What follows belongs to an exercise in optimizing a design on an open flow for small area and a short achievable clock period; a production flow would make more cautious choices.
At most, simulation tests tie the RTL to the original design; equivalence was not proved.
Power and IR drop assume default switching activity.

==> flow/design.v <==
module synchronizer(
    input  logic clk,
    input  logic rst_n,
    input  logic data_in,
    output logic data_out
    );
  logic ff_1;
  always_ff @(posedge clk) begin
    ff_1     <= rst_n & data_in;
    data_out <= rst_n & ff_1;
  end
endmodule
module edge_counter
  #( parameter W = 32 )
  ( input  logic	    clk,
    input  logic	    rst_n,
    input  logic	    gpio_in,
    input  logic        enable,
    input  logic        trig_enable,
    input  logic	    trig_in,
    output logic	    trig_out,
    input  logic	    cfg_trig_out,
    input  logic	    cfg_in_inv,
    output logic [W-1:0] d1_count,
    output logic [W-1:0] d2_count,
    output logic [W-1:0] d3_count,
    output logic [W-1:0] d1_next,    
    output logic [W-1:0] d2_next,
    output logic [W-1:0] d3_next
    );
  logic s;           
  logic act;         
  logic nz1, nz2, nz3, h3, trig_out_hold;
  logic start1, done1, done2;
  logic inc1, inc2, inc3;
  synchronizer u_synchronizer_gpio_in
    ( .clk      (clk),
      .rst_n    (rst_n),
      .data_in  (cfg_in_inv ^ gpio_in),
      .data_out (s)
     );
  assign act    = s ^ trig_enable;
  assign start1 = (trig_in & trig_enable) | s;
  assign done1  = nz1 & ~act;
  assign done2  = nz2 & act;
  assign inc1 = nz1 ? (act  & ~nz2 & ~(&d1_count)) : start1;
  assign inc2 = nz2 ? (~act & ~nz3 & ~(&d2_count)) : done1;
  assign inc3 = nz3 ? (act  & ~h3  & ~(&d3_count)) : done2;
  function automatic [W-1:0] incr(input [W-1:0] q, input logic c);
    logic [W-1:0] r;
    logic [W-1:0] m;
    for (int i = 0; i < W; i++) begin
      m = '0;
      for (int j = 0; j < i; j++) m[j] = 1'b1;
      r[i] = q[i] ^ (c & (&(q | ~m)));
    end
    incr = r;
  endfunction
  logic clear_n;
  assign clear_n = rst_n & enable;
  assign d1_next = clear_n ? incr(d1_count, inc1) : '0;
  assign d2_next = clear_n ? incr(d2_count, inc2) : '0;
  assign d3_next = clear_n ? incr(d3_count, inc3) : '0;
  always_ff @(posedge clk) begin
    d1_count      <= d1_next;
    d2_count      <= d2_next;
    d3_count      <= d3_next;
    nz1           <= clear_n & (nz1 | start1);
    nz2           <= clear_n & (nz2 | done1);
    nz3           <= clear_n & (nz3 | done2);
    h3            <= clear_n & (h3 | (nz3 & ~act));
    trig_out      <= clear_n & ~trig_out_hold &
                     ((~cfg_trig_out & ~nz1 & s) | (cfg_trig_out & nz1 & ~s));
    trig_out_hold <= clear_n & (trig_out_hold | trig_out);
  end
endmodule
module scarf_regmap_2_edge_counters
  ( input  logic	    clk,
    input  logic	    rst_n_sync,
    input  logic  [7:0] data_in,
    input  logic	    data_in_valid,
    input  logic	    data_in_finished,
    input  logic  [6:0] slave_id,
    input  logic        rnw,
    output logic  [7:0] read_data_out,
    output logic  [3:0] cfg_trig_out,
    output logic  [3:0] cfg_in_inv,
    output logic  [3:0] enable,
    output logic  [3:0] trig_enable,
    input  logic [31:0] d1_next_0,
    input  logic [31:0] d2_next_0,
    input  logic [31:0] d3_next_0,
    input  logic [31:0] d1_next_1,
    input  logic [31:0] d2_next_1,
    input  logic [31:0] d3_next_1
    );
    parameter SLAVE_ID    = 7'h03;
    parameter MAX_ADDRESS = 6'd25;
    logic [7:0] reg0, reg1, reg0_n, reg1_n;
    logic [5:0] address, address_n;
    logic       first_byte, first_n;
    logic       final_byte, final_n;
    logic [7:0] rd_q, rd_n, byte_n;
    logic       valid_slave, vb, valid_write;
    assign valid_slave = (slave_id == SLAVE_ID);
    assign vb          = valid_slave && data_in_valid;
    assign valid_write = vb && (!rnw) && (!first_byte) && (!final_byte);
    always_comb begin
      first_n   = first_byte;
      final_n   = final_byte;
      address_n = address;
      if (data_in_finished) begin
        first_n   = 1'b1;
        final_n   = 1'b0;
        address_n = 6'd0;
      end else if (vb) begin
        first_n = 1'b0;
        if (first_byte)                  address_n = data_in[5:0];
        else if (address < MAX_ADDRESS)  address_n = address + 1'b1;
        if (!first_byte && (address == MAX_ADDRESS)) final_n = 1'b1;
      end
    end
    assign reg0_n = !rst_n_sync ? 8'd0 : (valid_write && (address == 6'd0)) ? data_in : reg0;
    assign reg1_n = !rst_n_sync ? 8'd0 : (valid_write && (address == 6'd1)) ? data_in : reg1;
    always_comb
      case (address_n)
        6'd0:    byte_n = reg0_n;
        6'd1:    byte_n = reg1_n;
        6'd2:    byte_n = d1_next_0[7:0];
        6'd3:    byte_n = d1_next_0[15:8];
        6'd4:    byte_n = d1_next_0[23:16];
        6'd5:    byte_n = d1_next_0[31:24];
        6'd6:    byte_n = d2_next_0[7:0];
        6'd7:    byte_n = d2_next_0[15:8];
        6'd8:    byte_n = d2_next_0[23:16];
        6'd9:    byte_n = d2_next_0[31:24];
        6'd10:   byte_n = d3_next_0[7:0];
        6'd11:   byte_n = d3_next_0[15:8];
        6'd12:   byte_n = d3_next_0[23:16];
        6'd13:   byte_n = d3_next_0[31:24];
        6'd14:   byte_n = d1_next_1[7:0];
        6'd15:   byte_n = d1_next_1[15:8];
        6'd16:   byte_n = d1_next_1[23:16];
        6'd17:   byte_n = d1_next_1[31:24];
        6'd18:   byte_n = d2_next_1[7:0];
        6'd19:   byte_n = d2_next_1[15:8];
        6'd20:   byte_n = d2_next_1[23:16];
        6'd21:   byte_n = d2_next_1[31:24];
        6'd22:   byte_n = d3_next_1[7:0];
        6'd23:   byte_n = d3_next_1[15:8];
        6'd24:   byte_n = d3_next_1[23:16];
        6'd25:   byte_n = d3_next_1[31:24];
        default: byte_n = 8'd0;
      endcase
    assign rd_n = first_n ? {1'b0, SLAVE_ID} : (final_n ? 8'd0 : byte_n);
    always_ff @(posedge clk) begin
      first_byte <= !rst_n_sync || first_n;
      final_byte <= rst_n_sync && final_n;
      address    <= rst_n_sync ? address_n : 6'd0;
      reg0       <= reg0_n;
      reg1       <= reg1_n;
    end
    always_ff @(posedge clk, negedge rst_n_sync)
      if (~rst_n_sync) rd_q <= {1'b0, SLAVE_ID};
      else             rd_q <= rd_n;
    assign read_data_out = (valid_slave && rnw) ? rd_q : 8'd0;
    always_comb begin
      enable       = reg0[3:0];
      trig_enable  = reg0[7:4];
      cfg_in_inv   = reg1[3:0];
      cfg_trig_out = reg1[7:4];
    end
endmodule
module scarf_2_edge_counters
  ( input  logic        clk,
    input  logic        rst_n_sync,
    input  logic  [7:0] data_in,
    input  logic        data_in_valid,
    input  logic        data_in_finished,
    input  logic  [6:0] slave_id,
    input  logic        rnw,
    output logic  [7:0] read_data_out,
    input  logic        gpio_0_in,
    input  logic        gpio_1_in
    );
   parameter SLAVE_ID = 7'd03;
   logic        trig_out_0;
   logic        trig_out_1;
   logic  [3:0] cfg_trig_out;
   logic  [3:0] cfg_in_inv;
   logic  [3:0] enable;
   logic  [3:0] trig_enable;
   logic [31:0] d1_count_0, d2_count_0, d3_count_0;
   logic [31:0] d1_count_1, d2_count_1, d3_count_1;
   logic [31:0] d1_next_0, d2_next_0, d3_next_0;
   logic [31:0] d1_next_1, d2_next_1, d3_next_1;
   scarf_regmap_2_edge_counters
   # ( .SLAVE_ID( SLAVE_ID ) )
   u_scarf_regmap_4_edge_counters
     ( .clk,
       .rst_n_sync,
       .data_in,
       .data_in_valid,
       .data_in_finished,
       .slave_id,
       .rnw,
       .read_data_out,
       .cfg_trig_out,
       .cfg_in_inv,
       .enable,
       .trig_enable,
       .d1_next_0,
       .d2_next_0,
       .d3_next_0,
       .d1_next_1,
       .d2_next_1,
       .d3_next_1
      );
   edge_counter u_edge_counter_0
     ( .clk,
       .rst_n               (rst_n_sync),
       .gpio_in             (gpio_0_in),
       .enable              (enable[0]),
       .trig_enable         (trig_enable[0]),
       .trig_in             (trig_out_1),
       .trig_out            (trig_out_0),
       .cfg_trig_out        (cfg_trig_out[0]),
       .cfg_in_inv          (cfg_in_inv[0]),
       .d1_count            (d1_count_0),
       .d2_count            (d2_count_0),
       .d3_count            (d3_count_0),
       .d1_next             (d1_next_0),
       .d2_next             (d2_next_0),
       .d3_next             (d3_next_0)
       );
   edge_counter u_edge_counter_1
     ( .clk,
       .rst_n               (rst_n_sync),
       .gpio_in             (gpio_1_in),
       .enable              (enable[1]),
       .trig_enable         (trig_enable[1]),
       .trig_in             (trig_out_0),
       .trig_out            (trig_out_1),
       .cfg_trig_out        (cfg_trig_out[1]),
       .cfg_in_inv          (cfg_in_inv[1]),
       .d1_count            (d1_count_1),
       .d2_count            (d2_count_1),
       .d3_count            (d3_count_1),
       .d1_next             (d1_next_1),
       .d2_next             (d2_next_1),
       .d3_next             (d3_next_1)
       );
endmodule
make LEC_CHECK=0 CAP_MARGIN=20 CORE_MARGIN=2 CORE_UTILIZATION=40 SETUP_SLACK_MARGIN=2.9 SLEW_MARGIN=20 finish   # period 6.0 ns
run.sh (not shown) runs the stock make flow with config.mk's settings and CLKGATE_MAP_FILE= SYNTH_SCRIPT=/design/flow/synth_recipe.tcl, a recipe that flattens the netlist after the stock synthesis.
The first run finished clean.
Edit:
--- a/flow/design.v
+++ b/flow/design.v
@@ -48,30 +48,28 @@
   assign inc3 = nz3 ? (act  & ~h3  & ~(&d3_count)) : done2;
   function automatic [W-1:0] incr(input [W-1:0] q, input logic c);
     logic [W-1:0] r;
-    logic [W-1:0] m;
+    logic         k;
+    k = c;
     for (int i = 0; i < W; i++) begin
-      m = '0;
-      for (int j = 0; j < i; j++) m[j] = 1'b1;
-      r[i] = q[i] ^ (c & (&(q | ~m)));
+      r[i] = q[i] ^ k;
+      k    = k & q[i];
     end
     incr = r;
   endfunction
-  logic clear_n;
-  assign clear_n = rst_n & enable;
-  assign d1_next = clear_n ? incr(d1_count, inc1) : '0;
-  assign d2_next = clear_n ? incr(d2_count, inc2) : '0;
-  assign d3_next = clear_n ? incr(d3_count, inc3) : '0;
+  assign d1_next = enable ? incr(d1_count, inc1) : '0;
+  assign d2_next = enable ? incr(d2_count, inc2) : '0;
+  assign d3_next = enable ? incr(d3_count, inc3) : '0;
   always_ff @(posedge clk) begin
-    d1_count      <= d1_next;
-    d2_count      <= d2_next;
-    d3_count      <= d3_next;
-    nz1           <= clear_n & (nz1 | start1);
-    nz2           <= clear_n & (nz2 | done1);
-    nz3           <= clear_n & (nz3 | done2);
-    h3            <= clear_n & (h3 | (nz3 & ~act));
-    trig_out      <= clear_n & ~trig_out_hold &
+    d1_count      <= rst_n ? d1_next : '0;
+    d2_count      <= rst_n ? d2_next : '0;
+    d3_count      <= rst_n ? d3_next : '0;
+    nz1           <= rst_n & enable & (nz1 | start1);
+    nz2           <= rst_n & enable & (nz2 | done1);
+    nz3           <= rst_n & enable & (nz3 | done2);
+    h3            <= rst_n & enable & (h3 | (nz3 & ~act));
+    trig_out      <= rst_n & enable & ~trig_out_hold &
                      ((~cfg_trig_out & ~nz1 & s) | (cfg_trig_out & nz1 & ~s));
-    trig_out_hold <= clear_n & (trig_out_hold | trig_out);
+    trig_out_hold <= rst_n & enable & (trig_out_hold | trig_out);
   end
 endmodule
 module scarf_regmap_2_edge_counters
@@ -120,8 +118,8 @@
         if (!first_byte && (address == MAX_ADDRESS)) final_n = 1'b1;
       end
     end
-    assign reg0_n = !rst_n_sync ? 8'd0 : (valid_write && (address == 6'd0)) ? data_in : reg0;
-    assign reg1_n = !rst_n_sync ? 8'd0 : (valid_write && (address == 6'd1)) ? data_in : reg1;
+    assign reg0_n = (valid_write && (address == 6'd0)) ? data_in : reg0;
+    assign reg1_n = (valid_write && (address == 6'd1)) ? data_in : reg1;
     always_comb
       case (address_n)
         6'd0:    byte_n = reg0_n;
@@ -157,8 +155,8 @@
       first_byte <= !rst_n_sync || first_n;
       final_byte <= rst_n_sync && final_n;
       address    <= rst_n_sync ? address_n : 6'd0;
-      reg0       <= reg0_n;
-      reg1       <= reg1_n;
+      reg0       <= rst_n_sync ? reg0_n : 8'd0;
+      reg1       <= rst_n_sync ? reg1_n : 8'd0;
     end
     always_ff @(posedge clk, negedge rst_n_sync)
       if (~rst_n_sync) rd_q <= {1'b0, SLAVE_ID};
The new run finished with negative setup slack left.
Routed wire length went down by 7.8%.
Critical path depth went up by 28.
Global-route usage went down by 1.0 points.
Setup slack is worse by 3200 ps.
Power went up by 2.7%.
Area after synthesis went down by 3.0%.
Final area went up by 20%.
Hold slack is better by 3.5 ps.
Clock power went up by about 5%.
Via count went down by 9.4%.
No functional check of the RTL was part of the second run of this note.

==> afterwards: timing with drivers on the ports <==
Ports are ideal in the flow. The routed layouts listed here were re-timed in OpenROAD. Step 1: set_driving_cell puts a clkbuf_16 on clk and a buf_2 on each other input, an assumption about the parent block. Step 2, shift: input delay + t, output delay - t, t = (earliest + latest rising clock arrival at the registers) / 2. This alone moves slack from input paths to output paths. Three values: ideal ports, drivers, drivers and shift; two values: the first two.
| run | shift t [ns] | setup slack, ns | worst setup path after step 2 | worst slew at a driven data input, ns |
|---|---|---|---|---|
| the first run | 0.607 | 2.104 / 2.092 / 1.503 | input to register | 0.07 |
| the second run | 0.595 | -1.141 / -1.141 / -1.141 | register to register | 0.04 |
For the first run, which loses most, drivers alone change the setup slack by -0.012 ns; drivers and shift together by -0.601 ns.
